What follows belongs to an exercise in optimizing a design on an open flow for small area and a short achievable clock period; a production flow would make more cautious choices. The RTL was checked by simulation tests, not by an equivalence proof against the original design.

==> run G <==
Design tv80s, start of the top module:
module tv80s ( 
  m1_n, mreq_n, iorq_n, rd_n, wr_n, rfsh_n, halt_n, busak_n, A, dout, 
  reset_n, clk, wait_n, int_n, nmi_n, busrq_n, di
  );
make LEC_CHECK=0 CAP_MARGIN=20 CORE_MARGIN=2 CORE_UTILIZATION=40 SETUP_SLACK_MARGIN=5.0 SLEW_MARGIN=20 finish   # period 10.5 ns
run.sh (not shown) runs the stock make flow with config.mk's settings and CLKGATE_MAP_FILE= SYNTH_SCRIPT=/design/flow/synth_recipe.tcl, a recipe that flattens the netlist after the stock synthesis.
==> inputs of run A, as changes to run G <==
==> flow/flow/run.sh (new file) <==
#!/bin/bash
# The standard layout (standard.sh: the standard flow's synthesis, floorplan, placement,
# CTS, routing), with two changes to how the resizer may work:
#  - MATCH_CELL_FOOTPRINT=0 lets repair_timing swap a cell for any
#    equivalent cell of another footprint when it upsizes;
#  - the ports are buffered with buf_2 cells instead of delay buffers.
# make's full output goes to make.log here; ORFS keeps each step's log
# under orfs/logs/.
set -uo pipefail
bash standard.sh MATCH_CELL_FOOTPRINT=0 "BUFFER_PORTS_ARGS=-buffer_cell sky130_fd_sc_hd__buf_2" finish > make.log 2>&1
status=$?
tail -20 make.log
exit $status
==> flow/standard.sh (new file) <==
#!/bin/bash
# synth_recipe.tcl (not shown) runs the flow's synth.tcl, then flattens the netlist and writes it again
# the make line also repeats each setting of config.mk as NAME=value (left out here)
make -C /OpenROAD-flow-scripts/flow DESIGN_CONFIG=/design/flow/config.mk WORK_HOME=/design/flow/orfs CLKGATE_MAP_FILE= SYNTH_SCRIPT=/design/flow/synth_recipe.tcl "${@:-finish}"
removed: flow/run.sh
==> flow_metrics.py <==
metrics = {
    "route": {
        "met3_length_mm": 23.8,
        "vias": 41100,
    },
    "setup_path": {
        "crit_cells": 13,
        "crit_path_end": "i_tv80_core.Set_BusB_To_qA[0]$_DFFE_PN0N_",
    },
    "sta": {
        "post-route-period-util": 0.524,
    },
    "run_status": {
        "status": "complete, no violations",
    },
}
Source of the figures above: run A

==> flow_metrics.py <==
metrics = {
    "route": {
        "vias": 41200,
    },
    "sta": {
        "post-route-period-util": 0.537,
    },
    "run_status": {
        "status": "complete, no violations",
    },
}
Source of the figures above: run G


---

==> run F: inputs <==
tv80s, a different RTL version from the one above (not shown whole).
==> flow/design.v (excerpt) <==
module tv80s ( 
  m1_n, mreq_n, iorq_n, rd_n, wr_n, rfsh_n, halt_n, busak_n, A, dout, 
  reset_n, clk, wait_n, int_n, nmi_n, busrq_n, di
  );
==> flow/config.mk <==
export PLATFORM = sky130hd
export DESIGN_NAME = tv80s
export DESIGN_NICKNAME = tv80s
export VERILOG_FILES = /design/flow/design.v
export SDC_FILE = /design/flow/constraint.sdc
export NUM_CORES = 4
export LEC_CHECK = 0
export CAP_MARGIN = 20
export CORE_MARGIN = 2
export CORE_UTILIZATION = 40
export CTS_BUF_LIST = sky130_fd_sc_hd__clkbuf_4 sky130_fd_sc_hd__clkbuf_8
export SETUP_SLACK_MARGIN = 4.8
export SLEW_MARGIN = 20
==> flow/constraint.sdc <==
create_clock -name core_clock -period 10.5 [get_ports {clk}]
set_input_delay 2.1000 -clock core_clock [delete_from_list [all_inputs] [get_ports {clk}]]
set_output_delay 2.1000 -clock core_clock [all_outputs]
set_load 0.01 [all_outputs]
Stock flow here: none of the scripts above is used.
==> run Y (differences from run F) <==
--- a/flow/design.v
+++ b/flow/design.v
@@ -1486,13 +1486,12 @@
         end
     end
   always @(*)
     begin
       IR_d = IR;
       ISet_d = ISet;
-      if (ClkEn == 1'b1)
         begin
           if (mcycle[0] && (tstate[1] | tstate[2] | tstate[3]))
             begin
               if (tstate[2] && wait_n == 1'b1)
                 begin
                   if (IntCycle == 1'b1 && IStatus == 2'b01)
@@ -1541,13 +1540,12 @@
         end
     end
   always @(*)
     begin
       IR_d1 = IR;
       ISet_d1 = ISet;
-      if (ClkEn == 1'b1)
         begin
           if (mcycle[0] && (tstate[1] | tstate[2] | tstate[3]))
             begin
               if (tstate[2] && 1'b1)
                 begin
                   if (IntCycle == 1'b1 && IStatus == 2'b01)
@@ -1611,14 +1609,13 @@
           ISet <= #1 ISet_d;
           mcycle <= #1 mcycle_d;
           NMICycle <= #1 NMICycle_d;
           IntCycle <= #1 IntCycle_d;
         end
     end
-  always @( BTR_r or DI_Reg or IncDec_16 or JumpE or PC
-	   or RegBusA or RegBusC or SP or tstate)
+  always @(*)
     begin
       if (JumpE == 1'b1 ) 
         begin
           PC16_B = { {8{DI_Reg[7]}}, DI_Reg };
         end 
       else if (BTR_r == 1'b1 ) 
@@ -1634,13 +1631,13 @@
           SP16_A = RegBusC;
           SP16_B = { {8{DI_Reg[7]}}, DI_Reg };
         end
       else
         begin
           SP16_A = SP;
-          if (IncDec_16[3] == 1'b1)
+          if (IncDec_16_qA[3] == 1'b1 || CCUse_qA[2] == 1'b1)
             SP16_B = -1;
           else
             SP16_B = 1;
         end
       ID16_B = IncDec_16[3] ? ~RegBusA : RegBusA;
       for (id_i = 0; id_i < 16; id_i = id_i + 1)
==> flow/flow/run.sh (new file) <==
#!/bin/bash
set -uo pipefail
bash standard.sh MATCH_CELL_FOOTPRINT=0 SETUP_SLACK_MARGIN=5.6 "BUFFER_PORTS_ARGS=-buffer_cell sky130_fd_sc_hd__buf_2" finish > make.log 2>&1
status=$?
tail -20 make.log
exit $status
==> flow/standard.sh (new file) <==
#!/bin/bash
# synth_recipe.tcl (not shown) runs the flow's synth.tcl, then flattens the netlist and writes it again
# the make line also repeats each setting of config.mk as NAME=value (left out here)
make -C /OpenROAD-flow-scripts/flow DESIGN_CONFIG=/design/flow/config.mk WORK_HOME=/design/flow/orfs CLKGATE_MAP_FILE= SYNTH_SCRIPT=/design/flow/synth_recipe.tcl "${@:-finish}"
==> flow/config.mk (replaced) <==
export PLATFORM = sky130hd
export DESIGN_NAME = tv80s
export DESIGN_NICKNAME = tv80s
export VERILOG_FILES = /design/flow/design.v
export SDC_FILE = /design/flow/constraint.sdc
export NUM_CORES = 4
export LEC_CHECK = 0
export CAP_MARGIN = 20
export CORE_MARGIN = 2
export CORE_UTILIZATION = 40
export CTS_CLUSTER_DIAMETER = 100
export CTS_CLUSTER_SIZE = 16
export SETUP_SLACK_MARGIN = 5.0
export SLEW_MARGIN = 20
removed: flow/run.sh
==> run D (differences from run F) <==
--- a/flow/design.v
+++ b/flow/design.v
@@ -287,13 +287,14 @@
   wire           SetDI;
   wire           SetEI;
   wire [1:0]     IMode;
   wire           Halt;
   reg [15:0]     PC16;
   reg [15:0]     PC16_B;
-  reg [15:0]     SP16, SP16_A, SP16_B;
+  reg [15:0]     SP16, SP16_A, SP16_B, XY16;
+  reg [8:0]      XY16_lo;
   reg [15:0]     ID16_B;
   integer        id_i;
   reg            Oldnmi_n;
   wire [2:0] MCycles_nA;
   reg  [2:0] MCycles_qA;
   wire [2:0] TStates_nA;
@@ -963,13 +964,13 @@
                         begin
                           TmpAddr <= #1 { 10'h0, IR[5:3], 3'h0 };
                         end
                     end
                   if (tstate[3] && mcycle[5] ) 
                     begin
-                      TmpAddr <= #1 SP16;
+                      TmpAddr <= #1 XY16;
                     end
                   if ((tstate[2] && wait_n == 1'b1) || (tstate[4] && mcycle[0]) ) 
                     begin
                       if (IncDec_16[2:0] == 3'b111 ) 
                         begin
                           SP <= #1 SP16;
@@ -1486,13 +1487,12 @@
         end
     end
   always @(*)
     begin
       IR_d = IR;
       ISet_d = ISet;
-      if (ClkEn == 1'b1)
         begin
           if (mcycle[0] && (tstate[1] | tstate[2] | tstate[3]))
             begin
               if (tstate[2] && wait_n == 1'b1)
                 begin
                   if (IntCycle == 1'b1 && IStatus == 2'b01)
@@ -1541,13 +1541,12 @@
         end
     end
   always @(*)
     begin
       IR_d1 = IR;
       ISet_d1 = ISet;
-      if (ClkEn == 1'b1)
         begin
           if (mcycle[0] && (tstate[1] | tstate[2] | tstate[3]))
             begin
               if (tstate[2] && 1'b1)
                 begin
                   if (IntCycle == 1'b1 && IStatus == 2'b01)
@@ -1611,14 +1610,13 @@
           ISet <= #1 ISet_d;
           mcycle <= #1 mcycle_d;
           NMICycle <= #1 NMICycle_d;
           IntCycle <= #1 IntCycle_d;
         end
     end
-  always @( BTR_r or DI_Reg or IncDec_16 or JumpE or PC
-	   or RegBusA or RegBusC or SP or tstate)
+  always @(*)
     begin
       if (JumpE == 1'b1 ) 
         begin
           PC16_B = { {8{DI_Reg[7]}}, DI_Reg };
         end 
       else if (BTR_r == 1'b1 ) 
@@ -1626,30 +1624,28 @@
           PC16_B = -2;
         end
       else
         begin
           PC16_B = 1;
         end
-      if (tstate[3])
-        begin
-          SP16_A = RegBusC;
-          SP16_B = { {8{DI_Reg[7]}}, DI_Reg };
-        end
+      SP16_A = SP;
+      if (IncDec_16_qA[3] == 1'b1 || CCUse_qA[2] == 1'b1)
+        SP16_B = -1;
       else
-        begin
-          SP16_A = SP;
-          if (IncDec_16[3] == 1'b1)
-            SP16_B = -1;
-          else
-            SP16_B = 1;
-        end
+        SP16_B = 1;
       ID16_B = IncDec_16[3] ? ~RegBusA : RegBusA;
       for (id_i = 0; id_i < 16; id_i = id_i + 1)
         ID16[id_i] = RegBusA[id_i] ^ ((ID16_B & ((16'h1 << id_i) - 16'h1)) == ((16'h1 << id_i) - 16'h1));
       PC16 = PC + PC16_B;
       SP16 = SP16_A + SP16_B;
+      XY16_lo = { 1'b0, RegBusC[7:0] } + { 1'b0, DI_Reg };
+      case ({ XY16_lo[8], DI_Reg[7] })
+        2'b10 : XY16 = { RegBusC[15:8] + 8'd1, XY16_lo[7:0] };
+        2'b01 : XY16 = { RegBusC[15:8] - 8'd1, XY16_lo[7:0] };
+        default : XY16 = { RegBusC[15:8], XY16_lo[7:0] };
+      endcase
     end  
   always @( IntCycle or NMICycle or mcycle)
     begin
       Auto_Wait = 1'b0;
       if (IntCycle == 1'b1 || NMICycle == 1'b1 ) 
         begin
==> flow/flow/run.sh (new file) <==
#!/bin/bash
set -uo pipefail
bash standard.sh MATCH_CELL_FOOTPRINT=0 SETUP_SLACK_MARGIN=5.6 "BUFFER_PORTS_ARGS=-buffer_cell sky130_fd_sc_hd__buf_2" finish > make.log 2>&1
status=$?
tail -20 make.log
exit $status
==> flow/standard.sh (new file) <==
#!/bin/bash
# synth_recipe.tcl (not shown) runs the flow's synth.tcl, then flattens the netlist and writes it again
# the make line also repeats each setting of config.mk as NAME=value (left out here)
make -C /OpenROAD-flow-scripts/flow DESIGN_CONFIG=/design/flow/config.mk WORK_HOME=/design/flow/orfs CLKGATE_MAP_FILE= SYNTH_SCRIPT=/design/flow/synth_recipe.tcl "${@:-finish}"
==> flow/config.mk (replaced) <==
export PLATFORM = sky130hd
export DESIGN_NAME = tv80s
export DESIGN_NICKNAME = tv80s
export VERILOG_FILES = /design/flow/design.v
export SDC_FILE = /design/flow/constraint.sdc
export NUM_CORES = 4
export LEC_CHECK = 0
export CAP_MARGIN = 20
export CORE_MARGIN = 2
export CORE_UTILIZATION = 40
export SETUP_SLACK_MARGIN = 5.0
export SLEW_MARGIN = 20
removed: flow/run.sh
==> results.txt <==
                                                                                run D         run Y         run F
Run status                                           no timing/DRC/antenna violations  no timing/DRC/antenna violations  no timing/DRC/antenna violations
Cells after Synth                                                                4313          4278          4401
Chip Width                                                                305 microns   303 microns   304 microns
Fraction of standard cell area in multi-input logic                             0.567         0.572         0.559
Repair and plain buffers                                                          263           262           230
Final-layout clock buffer total                                                    62            56           118
Root Driver                                                                 clkbuf_16     clkbuf_16      clkbuf_8
Number of resized instances in the post-cts repair step                           142           107            33
Number of distinct standard cells referenced by the synthesized netlist           121           112           110
Slew Limit Headroom                                                             0.204         0.215         0.202
Initial core utilization                                                        0.403         0.404         0.402
Compound-Gate Fraction of Synth Area                                            0.277         0.285         0.284
Total Routed Length                                                            185 mm        183 mm        192 mm
Multi-input gate area in the final layout                                0.0236 sq mm  0.0229 sq mm  0.0227 sq mm
Die height                                                                305 microns   303 microns   304 microns

==> separate check: timing with driven ports <==
In the flow no input, the clock included, has a driving cell. The finished layouts below were timed again as built, in two steps.
Step 1 (the two cells are an assumption about what drives the block):
set clk [get_ports {clk}]
set_driving_cell -lib_cell sky130_fd_sc_hd__clkbuf_16 $clk
set_driving_cell -lib_cell sky130_fd_sc_hd__buf_2 [delete_from_list [all_inputs] $clk]
Step 2 also shifts input and output timing later by t, the mid clock arrival at the registers, as if the neighbouring blocks saw the same clock.
a / b / c = no drivers / after step 1 / after step 2; a / b = the first two.
| run | t, ns | setup slack, ns | worst setup path at the end | worst register clock-pin slew, ns | worst data-port slew with drivers (ns) |
|---|---|---|---|---|---|
| run G | 0.725 | 4.865 / 4.865 / 4.247 | input to register | 0.08 / 0.08 | 0.16 |
| run A | 0.702 | 4.996 / 4.975 / 4.273 | input to register | 0.07 / 0.07 | 0.12 |
| run F | 0.806 | 4.735 / 4.776 / 3.970 | input to register | 0.08 / 0.08 | 0.05 |
| run Y | 0.668 | 5.389 / 5.389 / 4.929 | input to register | 0.09 / 0.09 | 0.08 |
| run D | 0.698 | 5.313 / 5.313 / 4.763 | input to register | 0.07 / 0.07 | 0.10 |
After both steps setup and hold are still met in every run listed. The setup slack of run F, which loses most, moves by +0.041 ns with the drivers and by -0.765 ns with both steps.
